Source: an optimization exercise on an open RTL-to-GDS flow (aim: small area and few clock cycles). Production flows keep margins and buffers that such runs may drop.
Where RTL was checked, it was by simulation tests only, not by an equivalence proof against the original.

==> v9: inputs <==
## ALU
module ALU(
    clk,
    rst_n,
    valid,
    ready,
    mode,
    in_A,
    in_B,
    out
);
clock: 10.0 ns
lec_check: 0
cap_margin: 20
core_margin: 2
core_utilization: 40
cts_buf_list: sky130_fd_sc_hd__clkbuf_8
slew_margin: 20
synth_hierarchical: 1
synth_minimum_keep_size: 0
standard.sh (not shown) runs the stock make flow with config.mk's settings and CLKGATE_MAP_FILE= SYNTH_SCRIPT=/design/flow/synth_recipe.tcl, a recipe that flattens the netlist after the stock synthesis.
==> flow/flow/run.sh <==
#!/bin/bash
# The standard layout (standard.sh), with one change: the buffers that
# buffer_ports puts on every input and output port are the smallest buffer
# cell instead of the default choice. ORFS's global_place.tcl passes
# BUFFER_PORTS_ARGS to buffer_ports.
set -euo pipefail
export BUFFER_PORTS_ARGS="-buffer_cell sky130_fd_sc_hd__buf_1"
bash standard.sh > standard_run.log 2>&1
==> v2: changes against v9 <==
--- a/flow/design.v
+++ b/flow/design.v
@@ -14,33 +14,36 @@
     output        ready;
     input  [31:0] in_A, in_B;
     output [63:0] out;
     localparam K  = 8;               
     localparam CW = 4;               
     localparam NSTEP = 4;
     localparam W = 40;               
-    localparam IDLE  = 2'd0;
-    localparam MUL   = 2'd1;
-    localparam DSRCH = 2'd2;         
-    localparam DSTEP = 2'd3;         
-    reg  [1:0]  state;
+    localparam IDLE  = 3'd0;
+    localparam MUL   = 3'd1;
+    localparam DSRCH = 3'd2;         
+    localparam DSTEP = 3'd3;         
+    localparam LAND  = 3'd4;         
+    localparam LAVG  = 3'd5;         
+    reg  [2:0]  state;
     reg  [4:0]  cnt;
     reg         ready_;
     reg  [31:0] X;
     reg  [31:0] H;
     reg  [31:0] L;
+    reg  [31:0] X_nx, H_nx, L_nx;
     assign ready = ready_;
-    assign out   = {H, L};
+    assign out   = {H_nx, L_nx};
     wire idle   = (state == IDLE);
     wire start  = idle && valid && !ready_;
     wire op_mul = idle ? (mode == 2'd0) : (state == MUL);
-    wire op_div = idle ? (mode == 2'd1) : state[1];
-    wire srch   = idle ? 1'b1 : (state == DSRCH);
+    wire op_div = idle ? (mode == 2'd1) : (state == DSRCH) || (state == DSTEP);
+    wire srch   = idle ? (mode == 2'd1) : (state == DSRCH);
     wire [31:0] Xi = idle ? in_B : X;
-    wire [31:0] Hi = idle ? (in_A & {32{mode[0]}}) : H;
+    wire [31:0] Hi = idle ? (in_A & {32{mode != 2'd0}}) : H;
     wire [31:0] Li = idle ? (in_A & {32{mode == 2'd0}}) : L;
     wire [K-1:0] m = op_mul ? Li[K-1:0] : {{(K-1){1'b0}}, 1'b1};
     wire [31:0] nHi = ~Hi;
     wire        ncin = ~op_div;
     wire [31:0] npp0 = ~((Xi & {32{m[0]}}) ^ {32{op_div}});
     wire [31:0] npp1 = ~(Xi & {32{m[1]}});
     wire [31:0] npp2 = ~(Xi & {32{m[2]}});
@@ -295,79 +298,97 @@
                 P[i] = P[i] & P[i-d];
             end
     end
     wire [W-1:0] S = ~(na ^ nb ^ {G[W-2:0], 1'b1});
     wire c1 = S[32];                                    
     wire c2 = srch && !Xi[31] && (cnt != 5'd31) &&
               (Hi[31:32-CW] >= Xi[30:31-CW]);
-    always @(posedge clk) begin
+    wire load = idle && !op_mul && !c2;
+    always @(*) begin
         if (op_mul) begin
-            X <= Xi;
-            H <= S[31+K:K];
-            L <= {S[K-1:0], Li[31:K]};
-        end else if (op_div) begin
-            if (c2) begin
-                X <= Xi << 1;
-                H <= Hi;
+            X_nx = Xi;
+            H_nx = S[31+K:K];
+            L_nx = {S[K-1:0], Li[31:K]};
+        end else if (op_div || idle) begin
+            if (c2 || load) begin
+                X_nx = c2 ? Xi << 1 : Xi;
+                H_nx = Hi;
             end else begin
-                X <= Xi >> 1;
-                H <= c1 ? S[31:0] : Hi;
+                X_nx = Xi >> 1;
+                H_nx = c1 ? S[31:0] : Hi;
             end
-            L <= {Li[30:0], c1 & !c2};
+            L_nx = {Li[30:0], c1 & !c2 & !load};
         end else begin  
-            H <= 32'd0;
-            L <= mode[0] ? S[32:1] : (in_A & in_B);
+            X_nx = Xi;
+            H_nx = 32'd0;
+            L_nx = (state == LAVG) ? S[32:1] : (Hi & Xi);
         end
     end
+    always @(posedge clk) begin
+        X <= X_nx;
+        H <= H_nx;
+        L <= L_nx;
+    end
     always @(posedge clk or negedge rst_n) begin
         if (!rst_n) begin
             state  <= IDLE;
             cnt    <= 5'd0;
             ready_ <= 1'b0;
         end else begin
             ready_ <= 1'b0;
             case (state)
                 IDLE: begin
                     if (start) begin
                         case (mode)
                             2'd0: begin
-                                cnt   <= 5'd1;
-                                state <= MUL;
+                                cnt    <= 5'd1;
+                                state  <= MUL;
+                                ready_ <= (NSTEP == 2);
                             end
                             2'd1: begin
                                 if (c2) begin
                                     cnt   <= 5'd1;
                                     state <= DSRCH;
-                                end else
-                                    ready_ <= 1'b1;    
+                                end else begin
+                                    state  <= DSTEP;
+                                    ready_ <= 1'b1;
+                                end
+                            end
+                            2'd2: begin
+                                state  <= LAND;
+                                ready_ <= 1'b1;
+                            end
+                            2'd3: begin
+                                state  <= LAVG;
+                                ready_ <= 1'b1;
                             end
-                            default: ready_ <= 1'b1;
                         endcase
                     end
                 end
                 MUL: begin
                     cnt <= cnt + 5'd1;
-                    if (cnt == NSTEP - 1) begin
-                        cnt    <= 5'd0;
-                        state  <= IDLE;
-                        ready_ <= 1'b1;
+                    if (cnt == NSTEP - 2) ready_ <= 1'b1;
+                    if (ready_) begin
+                        cnt   <= 5'd0;
+                        state <= IDLE;
                     end
                 end
-                default: begin  
+                DSRCH, DSTEP: begin
                     if (c2) cnt <= cnt + 5'd1;
                     else begin
                         cnt   <= cnt - 5'd1;
                         state <= DSTEP;
+                        if (cnt == 5'd1) ready_ <= 1'b1;
                         if (cnt == 5'd0) begin
-                            cnt    <= 5'd0;
-                            state  <= IDLE;
-                            ready_ <= 1'b1;
+                            cnt   <= 5'd0;
+                            state <= IDLE;
                         end
                     end
                 end
+                default: state <= IDLE;
             endcase
         end
     end
 endmodule
 module ALU_fa(a, b, c, s, co);
     input  a, b, c;
     output s, co;
CTS_BUF_LIST = not set   (was sky130_fd_sc_hd__clkbuf_8)
==> v32: changes against v9 <==
CTS_BUF_LIST = not set   (was sky130_fd_sc_hd__clkbuf_8)
==> comparison table <==
| quantity | v9 | v32 | v2 |
|---|---|---|---|
| Run status | finished clean | finished clean | complete, but fails checks |
| Reasons for failing layout checks | - | - | negative setup slack |
| Met2 routing resource usage after global routing | 0.426 | 0.430 | 0.473 |
| Setup violation total in the final timing report | 0 | 0 | 35 |
| Final worst-path cycle share | 0.886 | 0.895 | 1.03 |
| Clock period minus final worst setup slack | 8.86 ns | 8.95 ns | 10.26 ns |
| Post-synthesis instance area | 13700 um^2 | 13700 um^2 | 13500 um^2 |
| Routed wirelength normalized by instance count | 23.6 um | 23.6 um | 22.8 um |
| Max frequency | 0.113 GHz | 0.112 GHz | 0.0975 GHz |
| Worst Path Class, Setup | in2reg | in2reg | in2out |
| Slew at the pin closest to its max-slew limit | 1.12 ns | 1.13 ns | 1.18 ns |
| Top Metal Used | met4 | met4 | met5 |
| Sequential cell count of the final layout | 104 | 104 | 105 |
| Initial core utilization | 0.407 | 0.407 | 0.404 |
| Yosys cell types | 55 | 55 | 56 |
Testbench counts of v9, summed over its fixed seeds: cycles 5,710.
Testbench counts of v32, summed over its fixed seeds: cycles 5,710.
No functional check of the RTL was part of v2.

-- re-timing with driven ports --
In the flow no input, the clock included, has a driving cell. The finished layouts below were timed again as built, in two steps.
Step 1 (the two cells are an assumption about what drives the block):
set clk [get_ports {clk}]
set_driving_cell -lib_cell sky130_fd_sc_hd__clkbuf_16 $clk
set_driving_cell -lib_cell sky130_fd_sc_hd__buf_2 [delete_from_list [all_inputs] $clk]
Step 2, shift: input delay + t, output delay - t, t = (earliest + latest rising clock arrival at the registers) / 2. This alone moves slack from input paths to output paths.
Three values: ideal, step 1, step 2; two values: the first two.
run	t, ns	setup WS [ns]	clock arrival spread, ns
v9	0.447	1.144 / 1.166 / 0.720	0.016 / 0.015
v2	0.433	-0.260 / -0.300 / -0.300	0.019 / 0.019
v32	0.412	1.053 / 1.073 / 0.661	0.015 / 0.015
The setup slack of v9, which loses most, moves by +0.022 ns with the drivers and by -0.424 ns with both steps.
